From an optimization exercise on the open Yosys and OpenROAD flow, aimed at small area; shortcuts taken in it are not production practice.
In this exercise RTL edits were held to simulation tests only and were not proved equivalent to the original.
No activity file was given, so power comes from the tool's default toggle rates.

## job 8018
// Inverter_25Hz
module Inverter_25Hz(CLK_50M,DEV_CLRn,
                     R_PWM_LH_D,R_PWM_RH_D,
							I_PWM1_LL_D,I_PWM1_LH_D,I_PWM1_RL_D,I_PWM1_RH_D,
							I_PWM2_LL_D,I_PWM2_LH_D,I_PWM2_RL_D,I_PWM2_RH_D,
							BusOvp,IP_Ocp,InvOcp1,OP_Ovp1,InvOcp2,OP_Ovp2,
							Reset_D,CPLD1,
							OP_Rly1_D,OP_Rly2_D,OP_Scr1_D,OP_Scr2_D,
							COM1_IPF_C,COM2_IPF_C,COM1_OUT_D,COM2_OUT_D,
							R_PWM_LH_C,R_PWM_RH_C,
							I_PWM1_LL_C,I_PWM1_LH_C,I_PWM1_RL_C,I_PWM1_RH_C,
							I_PWM2_LL_C,I_PWM2_LH_C,I_PWM2_RL_C,I_PWM2_RH_C,
							BusOvp_D,IP_Ocp_D,InvOcp1_D,OP_Ovp1_D,InvOcp2_D,OP_Ovp2_D,
							CPLD2,CPLD_Data,
							EN1_4245,EN2_4245,
							OP_Rly1_C,OP_Rly2_C,OP_Scr1_C,OP_Scr2_C,
							COM1_IPF_D,COM2_IPF_D,COM1_OUT_C,COM2_OUT_C,
							LED1,LED2,LED3,LED4,LED5,LED6);
Settings: LEC_CHECK=0, CAP_MARGIN=20, CORE_MARGIN=2, CORE_UTILIZATION=40, SLEW_MARGIN=20; clock period 10.0 ns.
run.sh (not shown) runs the stock make flow with config.mk's settings and CLKGATE_MAP_FILE= SYNTH_SCRIPT=/design/flow/synth_recipe.tcl, a recipe that flattens the netlist after the stock synthesis.
Both conditions hold for job 8018: the flow ran to the end and the final layout passed the timing, DRC and antenna checks.
What job 8258 does differently from job 8018 at the input level:
Settings: an added PLACE_DENSITY of 0.8; a change of CORE_UTILIZATION from 40 to 70.
==> flow/flow/run.sh (new file) <==
#!/bin/bash
# Standard ORFS layout (bash standard.sh) with changes made through ORFS's own knobs:
#  - port buffers are buf_1 cells;
#  - CTS uses clkbuf_4 leaf clusters of up to 16 sinks and no dummy loads;
#  - after floorplan, logic cells that synthesis sized up are set back to drive 1.
# standard.sh's make output goes to standard.log; each step's log is under orfs/logs/.
set -euo pipefail
export BUFFER_PORTS_ARGS="-buffer_cell sky130_fd_sc_hd__buf_1"
export CTS_ARGS="-sink_clustering_enable -repair_clock_nets -dont_use_dummy_load -buf_list sky130_fd_sc_hd__clkbuf_4 -root_buf sky130_fd_sc_hd__clkbuf_8 -sink_clustering_size 10 -sink_clustering_max_diameter 50"
export POST_FLOORPLAN_TCL="$PWD/flow/downsize.tcl"
bash standard.sh > standard.log 2>&1
==> flow/flow/downsize.tcl (new file) <==
# Hook run after floorplan (POST_FLOORPLAN_TCL): synthesis sizes some logic cells up for
# fanout; put every combinational cell back to its drive-1 variant. Flip-flops and clock
# cells are left alone. The resizer's later repair_design fixes any slew or cap it needs.
set n 0
foreach inst [[ord::get_db_block] getInsts] {
  set m [[$inst getMaster] getName]
  if {![regexp {^sky130_fd_sc_hd__(\w+)_(\d+)$} $m -> base drv]} { continue }
  if {$drv <= 1} { continue }
  if {[regexp {^(df|edf|sdf|dl|clk|conb|tap|fill|decap)} $base]} { continue }
  set new "sky130_fd_sc_hd__${base}_1"
  if {[get_lib_cells -quiet $new] eq ""} { continue }
  replace_cell [$inst getName] $new
  incr n
}
puts "downsize.tcl: $n cells set to drive 1"
==> flow/standard.sh (new file) <==
#!/bin/bash
# synth_recipe.tcl (not shown) runs the flow's synth.tcl, then flattens the netlist and writes it again
# the make line also repeats each setting of config.mk as NAME=value (left out here)
make -C /OpenROAD-flow-scripts/flow DESIGN_CONFIG=/design/flow/config.mk WORK_HOME=/design/flow/orfs CLKGATE_MAP_FILE= SYNTH_SCRIPT=/design/flow/synth_recipe.tcl "${@:-finish}"
removed: flow/run.sh
[summary]
Job 8258 has completed all stages; timing, DRC and antenna checks passed.
Number of clock buffers inserted by TritonCTS in job 8258 vs job 8018: up about 13%
Minimum clock period | job 8258 below job 8018
Diff job 8018 -> job 8258: core utilization moved up; initial core utilization moved up; die boundary height moved down; worst path setup slack after routing moved up.
Inputs modified between job 8258 and job 3048:
Settings: removing PLACE_DENSITY (formerly 0.8); changing CORE_UTILIZATION from 70 to 40.
==> flow/flow/run.sh <==
#!/bin/bash
# Standard ORFS layout (bash standard.sh), with two changes made through ORFS's own knobs:
# the port buffers are buf_1 cells, and CTS uses small clock buffers and no dummy loads.
set -euo pipefail
export BUFFER_PORTS_ARGS="-buffer_cell sky130_fd_sc_hd__buf_1"
export CTS_ARGS="-sink_clustering_enable -repair_clock_nets -dont_use_dummy_load -buf_list {sky130_fd_sc_hd__clkbuf_4 sky130_fd_sc_hd__clkbuf_8} -root_buf sky130_fd_sc_hd__clkbuf_8"
bash standard.sh > standard.log 2>&1
removed: flow/flow/downsize.tcl
==> comparison <==
Compared with job 8258, number of cells in the finished layout apart from fillers in job 3048 increased by more than 10%.
Job 3048: overall die height 31% above job 8258
Job 8258 tops out at a higher clock frequency than job 3048.
Compared with job 8258, job 3048 shows CTS H-tree depth higher by 1.
Job 3048 vs. job 8258: final net count went up, shortest clock period the worst path allows after layout saw an increase.

========
Another version of the RTL of Inverter_25Hz (not shown whole).
Size: about 610 cells after synthesis, roughly 220 flip-flops, roughly 62 I/O pins, roughly 6400 um^2 of cells after synthesis.
// Inverter_25Hz
module Inverter_25Hz(CLK_50M,DEV_CLRn,
                     R_PWM_LH_D,R_PWM_RH_D,
							I_PWM1_LL_D,I_PWM1_LH_D,I_PWM1_RL_D,I_PWM1_RH_D,
							I_PWM2_LL_D,I_PWM2_LH_D,I_PWM2_RL_D,I_PWM2_RH_D,
							BusOvp,IP_Ocp,InvOcp1,OP_Ovp1,InvOcp2,OP_Ovp2,
							Reset_D,CPLD1,
							OP_Rly1_D,OP_Rly2_D,OP_Scr1_D,OP_Scr2_D,
							COM1_IPF_C,COM2_IPF_C,COM1_OUT_D,COM2_OUT_D,
							R_PWM_LH_C,R_PWM_RH_C,
							I_PWM1_LL_C,I_PWM1_LH_C,I_PWM1_RL_C,I_PWM1_RH_C,
							I_PWM2_LL_C,I_PWM2_LH_C,I_PWM2_RL_C,I_PWM2_RH_C,
							BusOvp_D,IP_Ocp_D,InvOcp1_D,OP_Ovp1_D,InvOcp2_D,OP_Ovp2_D,
							CPLD2,CPLD_Data,
							EN1_4245,EN2_4245,
							OP_Rly1_C,OP_Rly2_C,OP_Scr1_C,OP_Scr2_C,
							COM1_IPF_D,COM2_IPF_D,COM1_OUT_C,COM2_OUT_C,
							LED1,LED2,LED3,LED4,LED5,LED6);
input CLK_50M,DEV_CLRn;
input R_PWM_LH_D,R_PWM_RH_D;
input I_PWM1_LL_D,I_PWM1_LH_D,I_PWM1_RL_D,I_PWM1_RH_D;
input I_PWM2_LL_D,I_PWM2_LH_D,I_PWM2_RL_D,I_PWM2_RH_D;
input BusOvp,IP_Ocp,InvOcp1,OP_Ovp1,InvOcp2,OP_Ovp2;
input Reset_D;
input CPLD1;
input OP_Rly1_D,OP_Rly2_D,OP_Scr1_D,OP_Scr2_D;
input COM1_IPF_C,COM2_IPF_C,COM1_OUT_D,COM2_OUT_D;
output R_PWM_LH_C,R_PWM_RH_C;
output I_PWM1_LL_C,I_PWM1_LH_C,I_PWM1_RL_C,I_PWM1_RH_C;
output I_PWM2_LL_C,I_PWM2_LH_C,I_PWM2_RL_C,I_PWM2_RH_C;
output BusOvp_D,IP_Ocp_D,InvOcp1_D,OP_Ovp1_D,InvOcp2_D,OP_Ovp2_D;
output CPLD2,CPLD_Data;
output EN1_4245,EN2_4245;
output OP_Rly1_C,OP_Rly2_C,OP_Scr1_C,OP_Scr2_C;
output COM1_IPF_D;
output reg COM2_IPF_D;
output COM1_OUT_C,COM2_OUT_C;
output LED1,LED2,LED3,LED4,LED5,LED6;
  ...
clock: 10.0 ns
lec_check: 0
cap_margin: 0
core_margin: 2
core_utilization: 80
place_density: 0.9
slew_margin: 0
standard.sh (not shown) runs the stock make flow with config.mk's settings and CLKGATE_MAP_FILE= SYNTH_SCRIPT=/design/flow/synth_recipe.tcl, a recipe that flattens the netlist after the stock synthesis.
==> flow/flow/run.sh <==
#!/bin/bash
# The standard layout (standard.sh) with these changes, made through ORFS's own knobs:
#  - synthesis runs flow/synth.tcl: synth_recipe.tcl with abc mapping for area (flow/abc_area.script);
#  - port buffers are buf_1 cells;
#  - CTS uses only clkbuf_4 cells, leaf clusters of up to 11 sinks, and no dummy loads;
#  - after floorplan, logic cells that synthesis sized up are set back to drive 1.
# The make output goes to standard.log; each step's log is under orfs/logs/.
set -euo pipefail
export BUFFER_PORTS_ARGS="-buffer_cell sky130_fd_sc_hd__buf_1"
export CTS_ARGS="-sink_clustering_enable -repair_clock_nets -dont_use_dummy_load -buf_list sky130_fd_sc_hd__clkbuf_4 -root_buf sky130_fd_sc_hd__clkbuf_4 -sink_clustering_size 11 -sink_clustering_max_diameter 45"
export POST_FLOORPLAN_TCL="$PWD/flow/downsize.tcl"
export MY_ABC_SCRIPT="$PWD/flow/abc_area.script"
sed "s#SYNTH_SCRIPT=[^ ]*#SYNTH_SCRIPT=$PWD/flow/synth.tcl #" standard.sh > own_standard.sh
grep -q "SYNTH_SCRIPT=$PWD/flow/synth.tcl" own_standard.sh
bash own_standard.sh > standard.log 2>&1
==> flow/flow/abc_area.script <==
strash
dch
amap
topo
==> flow/flow/downsize.tcl <==
# Hook run after floorplan (POST_FLOORPLAN_TCL): synthesis sizes some logic cells up for
# fanout; put every combinational cell back to its drive-1 variant. Flip-flops and clock
# cells are left alone. The resizer's later repair_design fixes any slew or cap it needs.
set n 0
foreach inst [[ord::get_db_block] getInsts] {
  set m [[$inst getMaster] getName]
  if {![regexp {^sky130_fd_sc_hd__(\w+)_(\d+)$} $m -> base drv]} { continue }
  if {$drv <= 1} { continue }
  if {[regexp {^(df|edf|sdf|dl|clk|conb|tap|fill|decap)} $base]} { continue }
  set new "sky130_fd_sc_hd__${base}_1"
  if {[get_lib_cells -quiet $new] eq ""} { continue }
  replace_cell [$inst getName] $new
  incr n
}
puts "downsize.tcl: $n cells set to drive 1"
==> flow/flow/synth.tcl <==
# synth_recipe.tcl (the standard synthesis script) with one change: every abc call maps
# with abc_area.script (area mapping, no buffering or sizing) instead of ORFS's speed script.
# abc only maps the combinational logic; the registers come from the same steps as before.
proc synth {args} { yosys synth -nofsm -noshare {*}$args }
proc abc {args} {
  set i [lsearch -exact $args -script]
  if {$i >= 0} { set args [lreplace $args $i [expr {$i + 1}] -script $::env(MY_ABC_SCRIPT)] }
  yosys abc {*}$args
}
source $::env(SCRIPTS_DIR)/synth.tcl
# left out here: clear keep_hierarchy, flatten, clean up, hide names made inside functions, write 1_2_yosys.v
==> next run, changes <==
Settings changed: CORE_UTILIZATION 80 to 70, PLACE_DENSITY 0.9 to 0.8.
- The new run completed without violations
- design area is about the same
- non-clock buffer count stays the same
- register-to-register slack improves by 0.02 ns
- die area went up by 14%
- synthesized area is unchanged
- hold slack stays flat
- via count falls by 5.6%
- sequential share of layout area hardly moves
- cell count went up by 0.76%
- worst setup slack gains 0.12 ns
==> next run, changes <==
==> flow/flow/abc_area.script (replaced) <==
strash
dch
amap
strash
dch
amap
topo
After rerunning:
- cell count rose slightly
- wire length rose by a few percent
- worst setup slack gets better by 0.0076 ns
- critical path depth rises by 1
- global-route usage rises by 1.1 points
- combinational power grows slightly
- via count climbs slightly
- power went up slightly
- die area is about the same
- maximum frequency hardly moves
- final area is about the same

## what the ideal ports hide
How much do the figures lean on ideal ports? The routed layouts below were timed once more, with nothing changed but the port constraints. Step 1: set_driving_cell puts a clkbuf_16 on CLK_50M and a buf_2 on each other input, an assumption about the parent block. Step 2 times the ports against the registers' clock, not the clock port: input delays grow and output delays shrink by t, the midpoint of the rising clock arrivals with the driver on. Slacks: ideal ports / drivers / drivers and shift; pairs: ideal ports / drivers.
run	t, ns	slack for setup (ns)	worst hold slack (ns)	worst data-port slew with drivers (ns)
job 8018	0.538	4.155 / 4.126 / 4.126	0.342 / 0.342 / 0.342	0.04
job 8258	0.509	5.277 / 5.251 / 5.251	0.284 / 0.284 / 0.284	0.05
job 3048	0.524	5.024 / 4.985 / 4.985	0.339 / 0.339 / 0.339	0.04
the first run of note 2	0.611	5.112 / 5.089 / 5.089	0.352 / 0.352 / 0.352	0.04
the second run of note 2	0.599	5.232 / 5.208 / 5.208	0.352 / 0.352 / 0.352	0.04
the third run of note 2	0.607	5.240 / 5.212 / 5.216	0.348 / 0.348 / 0.348	0.06
After both steps every run listed still meets setup and hold. The setup slack of job 3048, which loses most, moves by -0.039 ns with the drivers and by -0.039 ns with both steps.
